This design comes from an exercise in tuning for small area on the open sky130 flow, not from production work.
In this exercise RTL edits were held to simulation tests only and were not proved equivalent to the original.
Power and IR drop assume default switching activity.

===== flow/design.v =====
module M_Table #(
    parameter RAN_WIDTH = 18,
    parameter K1 = 6,
    parameter K2 = 6
)(
    input                      clk_i,
    input  [RAN_WIDTH - 1 : 0] random_i,
    input  [6 : 0]             count_i,
    output reg [6 : 0]         selection_o
);
    localparam R1 = RAN_WIDTH - K1;      
    localparam R2 = R1 - K2;             
    function [6:0] step1;
        input [6:0] rem;
        input       b;
        input [7:0] m;
        reg   [8:0] d;
        begin
            d = {1'b0, rem, b} - {1'b0, m};
            step1 = d[8] ? {rem[5:0], b} : d[6:0];
        end
    endfunction
    function [6:0] step2;
        input [6:0] rem;
        input [1:0] b;
        input [7:0] m;
        input [8:0] m3;
        reg   [8:0] t;
        reg   [9:0] d1, d2, d3;
        begin
            t  = {rem, b};
            d1 = {1'b0, t} - {2'b0, m};
            d2 = {1'b0, t} - {1'b0, m, 1'b0};
            d3 = {1'b0, t} - {1'b0, m3};
            step2 = !d3[9] ? d3[6:0] : !d2[9] ? d2[6:0] : !d1[9] ? d1[6:0] : t[6:0];
        end
    endfunction
    integer j;
    wire [7:0] m0 = {count_i == 7'd0, count_i};
    wire [8:0] m3_0 = {1'b0, m0} + {m0, 1'b0};
    reg  [6:0] r0;
    always @* begin
        r0 = 7'd0;
        for (j = RAN_WIDTH - 1; j >= R1 + 1; j = j - 2)
            r0 = step2(r0, random_i[j -: 2], m0, m3_0);
        if ((K1 % 2) == 1)
            r0 = step1(r0, random_i[R1], m0);
    end
    reg [6:0]      rem1;
    reg [R1 - 1:0] ran1;
    reg [7:0]      m1;
    reg [8:0]      m3_1;
    always @(posedge clk_i) begin
        rem1 <= r0;
        ran1 <= random_i[R1 - 1 : 0];
        m1   <= m0;
        m3_1 <= m3_0;
    end
    reg [6:0] r1;
    always @* begin
        r1 = rem1;
        for (j = R1 - 1; j >= R2 + 1; j = j - 2)
            r1 = step2(r1, ran1[j -: 2], m1, m3_1);
        if ((K2 % 2) == 1)
            r1 = step1(r1, ran1[R2], m1);
    end
    reg [6:0]      rem2;
    reg [R2 - 1:0] ran2;
    reg [7:0]      m2;
    reg [8:0]      m3_2;
    always @(posedge clk_i) begin
        rem2 <= r1;
        ran2 <= ran1[R2 - 1 : 0];
        m2   <= m1;
        m3_2 <= m3_1;
    end
    reg [6:0] r2;
    always @* begin
        r2 = rem2;
        for (j = R2 - 1; j >= 1; j = j - 2)
            r2 = step2(r2, ran2[j -: 2], m2, m3_2);
        if ((R2 % 2) == 1)
            r2 = step1(r2, ran2[0], m2);
    end
    always @(posedge clk_i) selection_o <= r2;
endmodule
module Unsat_Clause_Buffer #(
    parameter W = 36,
    parameter DEPTH = 128
)(
    input                          clk_i,
    input                          wr_en_i,
    input  [$clog2(DEPTH) - 1 : 0] a_addr_i,
    input  [W - 1 : 0]             a_data_i,
    output reg [W - 1 : 0]         a_data_o,
    input  [$clog2(DEPTH) - 1 : 0] b_addr_i,
    input  [$clog2(DEPTH) - 1 : 0] b_addr_next_i,      
    output     [W - 1 : 0]         b_data_o
);
    localparam AW = $clog2(DEPTH);
    localparam G  = DEPTH / 2;
    localparam NA = (DEPTH + 2) / 3;     
    localparam NB = (G + 2) / 3;         
    reg [1:0] ph;
    always @(posedge clk_i) ph <= ph + 2'd1;
    wire pol0 = ph[1];                
    wire pol1 = ~(ph[1] ^ ph[0]);     
    wire wpol = ph[1] ^ ph[0];        
    reg            p_valid;
    reg [AW - 1:0] p_addr;
    reg [W - 1:0]  p_data;
    wire cur_now  = wr_en_i & (a_addr_i[0] != ph[0]);
    wire cur_pend = wr_en_i & (a_addr_i[0] == ph[0]);
    always @(posedge clk_i) begin
        p_valid <= cur_pend;
        p_addr  <= a_addr_i;
        p_data  <= a_data_i;
    end
    wire p_live = ~(cur_now & (p_addr[AW - 1 : 1] == a_addr_i[AW - 1 : 1]));
    wire [W - 1:0] db = a_data_i ^ {W{~wpol}};
    wire [W - 1:0] pb = (p_data ^ {W{~wpol}}) & {W{p_live}};
    reg            b_late;               
    reg [AW - 2:0] b_ring;
    wire b_in_f0 = (b_addr_i[0] == ph[0]);
    always @(posedge clk_i) begin
        b_late <= b_in_f0;
        b_ring <= b_in_f0 ? b_addr_i[AW - 1 : 1] : b_addr_next_i[AW - 1 : 1];
    end
    wire a_in_f0 = (a_addr_i[0] == ph[0]);
    wire [W - 1 : 0] q  [0 : DEPTH - 1];
    wire [W - 1 : 0] q1 [0 : G - 1];
    wire [DEPTH - 1 : 0] a_sel;
    wire [G - 1 : 0] b_sel;
    genvar g;
    generate
        for (g = 0; g < G; g = g + 1) begin : ring
            wire a_hit = (a_addr_i[AW - 1 : 1] == g);
            wire sel_d = cur_now & a_hit;
            wire sel_p = p_valid & (p_addr[AW - 1 : 1] == g);
            Ucb_Ring #(.W(W)) u_ring (
                .clk_i(clk_i),
                .sel_n_i(~(sel_d | sel_p)),
                .sel_d_i(sel_d),
                .sel_p_i(sel_p),
                .d_i(db),
                .p_i(pb),
                .f0_o(q[2 * g]),
                .f1_o(q[2 * g + 1])
            );
            assign q1[g] = q[2 * g + 1];
            assign a_sel[2 * g]     = a_hit &  a_in_f0;
            assign a_sel[2 * g + 1] = a_hit & ~a_in_f0;
            assign b_sel[g] = (b_ring == g);
        end
    endgenerate
    wire [W - 1 : 0] a_grp [0 : NA - 1];
    wire [W - 1 : 0] b_grp [0 : NB - 1];
    generate
        for (g = 0; g < NA; g = g + 1) begin : grp_a
            if (3 * g + 2 < DEPTH) begin : g3
                Ucb_Aoi3 #(.W(W)) u_a (
                    .s0_i(a_sel[3 * g]), .s1_i(a_sel[3 * g + 1]), .s2_i(a_sel[3 * g + 2]),
                    .d0_i(q[3 * g]), .d1_i(q[3 * g + 1]), .d2_i(q[3 * g + 2]),
                    .y_o(a_grp[g])
                );
            end else if (3 * g + 1 < DEPTH) begin : g2
                Ucb_Aoi2 #(.W(W)) u_a (
                    .s0_i(a_sel[3 * g]), .s1_i(a_sel[3 * g + 1]),
                    .d0_i(q[3 * g]), .d1_i(q[3 * g + 1]),
                    .y_o(a_grp[g])
                );
            end else begin : g1
                Ucb_Nand #(.W(W)) u_a (.s_i(a_sel[3 * g]), .d_i(q[3 * g]), .y_o(a_grp[g]));
            end
        end
        for (g = 0; g < NB; g = g + 1) begin : grp_b
            if (3 * g + 2 < G) begin : g3
                Ucb_Aoi3 #(.W(W)) u_b (
                    .s0_i(b_sel[3 * g]), .s1_i(b_sel[3 * g + 1]), .s2_i(b_sel[3 * g + 2]),
                    .d0_i(q1[3 * g]), .d1_i(q1[3 * g + 1]), .d2_i(q1[3 * g + 2]),
                    .y_o(b_grp[g])
                );
            end else if (3 * g + 1 < G) begin : g2
                Ucb_Aoi2 #(.W(W)) u_b (
                    .s0_i(b_sel[3 * g]), .s1_i(b_sel[3 * g + 1]),
                    .d0_i(q1[3 * g]), .d1_i(q1[3 * g + 1]),
                    .y_o(b_grp[g])
                );
            end else begin : g1
                Ucb_Nand #(.W(W)) u_b (.s_i(b_sel[3 * g]), .d_i(q1[3 * g]), .y_o(b_grp[g]));
            end
        end
    endgenerate
    reg [W - 1 : 0] a_rd, b_rd;
    integer k;
    always @* begin
        a_rd = {W{1'b0}};
        b_rd = {W{1'b0}};
        for (k = 0; k < NA; k = k + 1) a_rd = a_rd | ~a_grp[k];
        for (k = 0; k < NB; k = k + 1) b_rd = b_rd | ~b_grp[k];
    end
    wire a_pol = a_in_f0 ? pol0 : pol1;
    wire a_fwd = p_valid & (p_addr == a_addr_i);
    always @(posedge clk_i) a_data_o <= a_fwd ? p_data : (a_rd ^ {W{a_pol}});
    wire [W - 1 : 0] b_now = b_rd ^ {W{pol1}};
    wire b_fwd = p_valid & (p_addr == b_addr_i);
    reg  [W - 1 : 0] b_reg;
    always @(posedge clk_i) b_reg <= b_fwd ? p_data : b_now;
    assign b_data_o = b_late ? b_now : b_reg;
endmodule
module Ucb_Ring #(
    parameter W = 36
)(
    input              clk_i,
    input              sel_n_i,
    input              sel_d_i,
    input              sel_p_i,
    input  [W - 1 : 0] d_i,
    input  [W - 1 : 0] p_i,
    output reg [W - 1 : 0] f0_o,
    output reg [W - 1 : 0] f1_o
);
    always @(posedge clk_i) begin
        f1_o <= f0_o;
        f0_o <= ~(({W{sel_n_i}} & f1_o) | ({W{sel_d_i}} & d_i) | ({W{sel_p_i}} & p_i));
    end
endmodule
module Ucb_Aoi3 #(
    parameter W = 36
)(
    input              s0_i,
    input              s1_i,
    input              s2_i,
    input  [W - 1 : 0] d0_i,
    input  [W - 1 : 0] d1_i,
    input  [W - 1 : 0] d2_i,
    output [W - 1 : 0] y_o
);
    assign y_o = ~(({W{s0_i}} & d0_i) | ({W{s1_i}} & d1_i) | ({W{s2_i}} & d2_i));
endmodule
module Ucb_Aoi2 #(
    parameter W = 36
)(
    input              s0_i,
    input              s1_i,
    input  [W - 1 : 0] d0_i,
    input  [W - 1 : 0] d1_i,
    output [W - 1 : 0] y_o
);
    assign y_o = ~(({W{s0_i}} & d0_i) | ({W{s1_i}} & d1_i));
endmodule
module Ucb_Nand #(
    parameter W = 36
)(
    input              s_i,
    input  [W - 1 : 0] d_i,
    output [W - 1 : 0] y_o
);
    assign y_o = ~({W{s_i}} & d_i);
endmodule
module Unsat_Clause_Selector # (
    parameter BUFFER_DEPTH = 128,
    parameter RANDOM_NUM_WIDTH = 18,
    parameter M_TABLE_WIDTH = 32,
    parameter NSAT = 3,
    parameter LITERAL_ADDRESS_WIDTH = 12,
    localparam BUF_ADDR_WIDTH = $clog2(BUFFER_DEPTH)
)(
    input clk_i,
    input rst_i,
    input setup_i,
    input                                        ucb_setup_wr_en_i,
    input [BUF_ADDR_WIDTH - 1 : 0]               ucb_setup_addr_i,
    input [NSAT * LITERAL_ADDRESS_WIDTH - 1 : 0] ucb_setup_data_i,
    input       request_i,
    input       write_disable_i,
    input       clear_debug_DIV_BY_ZERO_i,
    output wire debug_DIV_BY_ZERO_o,
    input fifo_empty_i,
    input [NSAT * LITERAL_ADDRESS_WIDTH - 1 : 0] fifo_clause_i,
    input [RANDOM_NUM_WIDTH - 1 : 0] random_i,
    output wire [BUF_ADDR_WIDTH - 1 : 0]               buffer_count_o,
    output wire [NSAT * LITERAL_ADDRESS_WIDTH - 1 : 0] selected_o,
    output wire                                        ucb_overflow_o
);
    localparam CW = NSAT * LITERAL_ADDRESS_WIDTH;
    localparam AW = BUF_ADDR_WIDTH;
    reg  [AW : 0] ucb_count;
    reg           request_q1, request_q2, request_q3;
    reg           dbg;
    wire [AW - 1 : 0] selection_q3;
    wire [CW - 1 : 0] ucb_data_out, ucb_last_data;
    assign buffer_count_o      = ucb_count[AW - 1 : 0];
    assign ucb_overflow_o      = ucb_count[AW];
    assign debug_DIV_BY_ZERO_o = dbg;
    assign selected_o          = ucb_data_out;
    wire [AW - 1 : 0] last_addr = ucb_count[AW - 1 : 0] - 1'b1;
    wire ucb_en = setup_i | ~write_disable_i;
    wire [AW - 1 : 0] ucb_addr = setup_i ? ucb_setup_addr_i :
                                 request_q3 ? selection_q3 : ucb_count[AW - 1 : 0];
    wire ucb_wr = setup_i ? ucb_setup_wr_en_i :
                  fifo_empty_i ? (request_q3 & (selection_q3 != last_addr)) : 1'b1;
    wire [CW - 1 : 0] ucb_data_in = setup_i ? ucb_setup_data_i :
                                    fifo_empty_i ? ucb_last_data : fifo_clause_i;
    Unsat_Clause_Buffer #(.W(CW), .DEPTH(BUFFER_DEPTH)) unsat_buffer (
        .clk_i(clk_i),
        .wr_en_i(~rst_i & ucb_en & ucb_wr),
        .a_addr_i(ucb_addr),
        .a_data_i(ucb_data_in),
        .a_data_o(ucb_data_out),
        .b_addr_i(last_addr),
        .b_addr_next_i(ucb_count_next[AW - 1 : 0] - 1'b1),
        .b_data_o(ucb_last_data)
    );
    M_Table #(.RAN_WIDTH(RANDOM_NUM_WIDTH)) m_table (
        .clk_i(clk_i),
        .random_i(random_i),
        .count_i(ucb_count[AW - 1 : 0]),
        .selection_o(selection_q3)
    );
    reg [AW : 0] ucb_count_next;
    always @* begin
        ucb_count_next = ucb_count;
        if (rst_i) begin
            ucb_count_next = 0;
        end else if (setup_i & ucb_setup_wr_en_i) begin
            ucb_count_next = ucb_count + 1'b1;
        end else if (ucb_en) begin
            if (~fifo_empty_i & ~request_q3)     ucb_count_next = ucb_count + 1'b1;
            else if (fifo_empty_i & request_q3)  ucb_count_next = ucb_count - 1'b1;
        end
    end
    always @(posedge clk_i) ucb_count <= ucb_count_next;
    always @(posedge clk_i) begin
        if (ucb_count[AW - 1 : 0] == 0)      dbg <= 1'b1;
        else if (clear_debug_DIV_BY_ZERO_i)  dbg <= 1'b0;
    end
    always @(posedge clk_i) begin
        if (rst_i) begin
            request_q1 <= 1'b0;
            request_q2 <= 1'b0;
            request_q3 <= 1'b0;
        end else begin
            request_q1 <= request_i;
            request_q2 <= request_q1;
            request_q3 <= request_q2;
        end
    end
endmodule

===== flow/constraint.sdc =====
create_clock -name core_clock -period 8.0 [get_ports {clk_i}]
set_input_delay 1.6000 -clock core_clock [delete_from_list [all_inputs] [get_ports {clk_i}]]
set_output_delay 1.6000 -clock core_clock [all_outputs]
set_load 0.01 [all_outputs]

===== flow/config.mk =====
export PLATFORM = sky130hd
export DESIGN_NAME = Unsat_Clause_Selector
export DESIGN_NICKNAME = Unsat_Clause_Selector
export VERILOG_FILES = /design/flow/design.v
export SDC_FILE = /design/flow/constraint.sdc
export NUM_CORES = 8
export LEC_CHECK = 0
export CAP_MARGIN = 20
export CELL_PAD_IN_SITES_DETAIL_PLACEMENT = 1
export CELL_PAD_IN_SITES_GLOBAL_PLACEMENT = 1
export CORE_MARGIN = 2
export CORE_UTILIZATION = 40
export CTS_BUF_LIST = sky130_fd_sc_hd__clkbuf_16
export CTS_CLUSTER_DIAMETER = 120
export CTS_CLUSTER_SIZE = 26
export PLACE_DENSITY = 0.5
export SETUP_SLACK_MARGIN = 0.2
export SLEW_MARGIN = 20
export SYNTH_HIERARCHICAL = 1
export SYNTH_MEMORY_MAX_BITS = 16384

===== flow/run.sh =====
#!/bin/bash
# synth_recipe.tcl (not shown) runs the flow's synth.tcl, then flattens the netlist and writes it again
# the make line also repeats each setting of config.mk as NAME=value (left out here)
make -C /OpenROAD-flow-scripts/flow DESIGN_CONFIG=/design/flow/config.mk WORK_HOME=/design/flow/orfs CLKGATE_MAP_FILE= SYNTH_SCRIPT=/design/flow/synth_recipe.tcl finish

==> flow_summary.ini <==
[status]
outcome = no timing/DRC/antenna violations

[finish]
nFillCells = 45200
reg_top3 = unsat_buffer.ring.u_ring.f0_o (2304), unsat_buffer.ring.u_ring.f1_o (2304)
area_growth_pct = 8.25
post-route-util_pct = 43.5
nets = 14600
drive_gt1_share_pct = 15.9

[logic_synthesis]
yosysSeqAreaShare_pct = 54.2
synth_edf_count = 0
syn_nets = 14600
synth-adder-area-share_pct = 1.81
synthCells = 14200
yosys.area_share.simple_pct = 5.27
synth_top_area_cell = dfxtp_1
netlist_top_cells_area = dfxtp_1, a222oi_1, buf_6
synth_compound_area_share_pct = 27.9
synth_top_area_share_pct = 54.2
synth-seq-cells = 4816
syn_area_um2 = 178000
synthMuxAreaShare_pct = 0.953
synth_top_family_by_area = compound AO/OA/AOI/OAI gates
synth_xor_area_share_pct = 1.38
synth_cell_types = 105
synthArstFlopShare_pct = 0
yosys_warnings = 10
synth_flop_cell = dfxtp_1
syn_area_per_cell_um2 = 12.5

[routing]
vias = 166000
wl_per_cell_um = 54.8
wl_mm = 1110
m1WireLength_mm = 390
firstDrtPassIters = 17
wl_met2_mm = 451
ant_nets = 0
drc = 0
vias_per_cell = 8.19
initialDrtViolationCount = 51500
top_layer = met5
wl_met3_mm = 159

[sta]
fin_tns_setup_ns = 0
period_share_pct = 98.7
setup_violations = 0
worst_hold_slack_ns = 0.308
rsz0062_at_grt = false
setup_slack_ns = 0.106
period_minus_slack_ns = 7.89
max-slew-margin-rel_pct = 1.15
hold_violations = 0
fin_worst_skew_ns = 0.0731
maxSlewViolCount = 0
fmax_mhz = 127
tightest_slew_ns = 1.48

[critical_path]
reg2reg_slack_ns = 0.11
critPathMaxFanout = 36
cp.required_ns = 8.81
cp-end-kind = register
critical_path_class = reg2reg
cp.arrival_ns = 8.71
start_kind = register

[die]
core_area_um2 = 442000
io_pins = 150
start_util_pct = 40.2
die_x_um = 671
row_count = 244
die_h_um = 671
fp.dieArea_um2 = 450000

[clock_tree]
cts_hold_repair.buffers = 0
cts_sinks = 4816
cts_buffers = 211
root_buffer = clkbuf_16
cts.clk_slew.worst_paths_ns = 0.11
cts.path.max_buffers = 4
worstSkewPairLatency_ns = 1.07
htree_levels = 4
cts_tree = built

[pwr]
p_leak_nw = 71.2
power_per_cell_area_nw_per_um2 = 387
netSwitchingFraction_pct = 41.9
p_int_mw = 43.3
power_mw = 74.6
clockPowerShare_pct = 17.8
seqPwrFrac_pct = 38.4
p_sw_mw = 31.3
ir_worst_vdd_mv = 0.689
power_frac_comb_pct = 43.8

[global_route]
grt_max_degree = 73
grt_pass1_vias = 159000
grt_use_total_pct = 46.7
grt-ovfl-total = 0
grt_pass1_wl_mm = 1460
antenna_found_initial = 102

[placed_design]
gp_congestion = 1.01
buffer_ports.inserted = 149
dp_hpwl_mm = 768
dp_slack_ns = -0.557

[run]
maxCapViolations = 0

[hold_path]
min_path_type = reg2reg
-- critical path, cell delays in order, from the launching register on --
cell      delay (ns)
dfxtp_1         0.58
nand2b_1        0.92
buf_4           0.32
nor2_2          0.06
buf_4           0.34
a222oi_1        0.90
nand4_1         0.67
nor4_1          0.80
buf_4           0.30
nand4_1         0.34
xnor2_1         0.26
mux2_2          0.31
mux2i_1         0.13
o21ai_0         0.24
xnor2_2         0.97
buf_12          0.29
a222oi_1        0.14
-- timing repair --
item                                   CTS  global route
buffers inserted                         0             4
endpoints found under the hold margin    0             0
setup endpoints to repair                0            20
gates resized for setup                  0            16
-- per-stage QoR --
step	std cells	cell area, um2
finish	20200	193000
detailed placement	19900	187000
CTS	20200	192000
floorplan	14200	178000
global route	20200	193000
global placement	19900	186000
-- synth_stat cells, types with 12 or more instances --
cell type / instances
a211oi_1: 20
o21a_1: 23
a22oi_2: 32
dfxtp_1: 4816
clkbuf_1: 64
ha_1: 214
inv_1: 128
mux2_2: 79
xnor2_1: 158
a21oi_1: 102
a222oi_1: 4573
xor2_1: 116
fa_1: 27
nand2_1: 277
a21o_1: 56
buf_2: 539
o211ai_1: 12
o21bai_1: 16
nor3_1: 72
mux2i_1: 79
nor2_1: 524
o21ai_1: 36
and4_1: 37
o21ai_0: 130
nand3_1: 99
nand4_1: 550
nand2b_1: 30
nor4_1: 114
a22oi_1: 26
buf_6: 1035
nor2b_1: 44
-- kinds of logic after synthesis --
group           Yosys count
mux                     159
compound gates         5124
simple gates           1812
xor+xnor                277
fa+ha+maj               241
buf+inv                1785
flops                  4816
-- routing by layer --
metal / global-route usage, % / vias to the layer above
li1: - / 62600
met1: 55.9 / 85300
met2: 66.8 / 14700
met3: 17.9 / 3130
met4: 37.0 / 54
met5: 0.361 / -
-- area by class of cell --
class	instances	area [um2]	share of cell area, %
inverters	129	484	0.251
clock inverters	19	322	0.167
flip-flops and latches	4816	96400	50.0
diodes	58	145	0.0753
multi-input cells	7613	69200	35.9
well taps	5904	7390	3.83
clock buffers	214	5360	2.78
repair buffers	1490	13300	6.90
-- path summary, 6_finish.rpt --
| path | from | end | depth (start not counted) |
|---|---|---|---|
| hold reg to reg | unsat_buffer.ring[40].u_ring.f0_o[26] | unsat_buffer.ring[40].u_ring.f1_o[26] | 0 |
| setup / recovery | unsat_buffer.b_ring[4] | unsat_buffer.ring[41].u_ring.f0_o[0] | 16 |
| hold / removal | unsat_buffer.ring[40].u_ring.f0_o[26] | unsat_buffer.ring[40].u_ring.f1_o[26] | 0 |
| setup reg to reg | unsat_buffer.b_ring[4] | unsat_buffer.ring[41].u_ring.f0_o[0] | 16 |
-- power groups by stage --
stage          Clock, mW  Combinational (mW)  Sequential (mW)
6_report            13.3                32.6             28.6
5_1_grt             14.1                34.1             28.8
4_1_cts             13.2                31.2             28.5
3_5_place_dp           0                31.0             29.0
3_3_place_gp           0                30.5             28.9
2_1_floorplan          0                17.2             28.3
-- cell usage in the layout (no fill, tap or decap), types with 121 or more instances in the layout --
master and n:
nand4_1 550, o21ai_0 124, nand2_1 275, ha_1 214, clkdlybuf4s50_1 147, buf_12 132
nor2_4 232, a222oi_1 4573, dfxtp_1 4811, buf_4 1190, xnor2_1 121, inv_1 128
nor2_2 194, clkbuf_16 214

[separate check: timing with driven ports]
The results above use ideal ports. As a check the final layout listed here was re-extracted and re-timed, cells and wires unchanged. Step 1, drivers: a clkbuf_16 drives clk_i and a buf_2 each remaining input, both assumed. Step 2 times the ports against the registers' clock, not the clock port: input delays grow and output delays shrink by t, the midpoint of the rising clock arrivals with the driver on. a / b / c = ideal / step 1 / step 2; a / b = the first two.
t (ns): 1.175
setup WS [ns]: 0.106 / 0.106 / -0.431
hold WS [ns]: 0.308 / 0.308 / 0.308
With both steps, setup timing fails in this run, where it was met with ideal ports. The setup slack of this run moves by 0.000 ns with the drivers and by -0.537 ns with both steps.
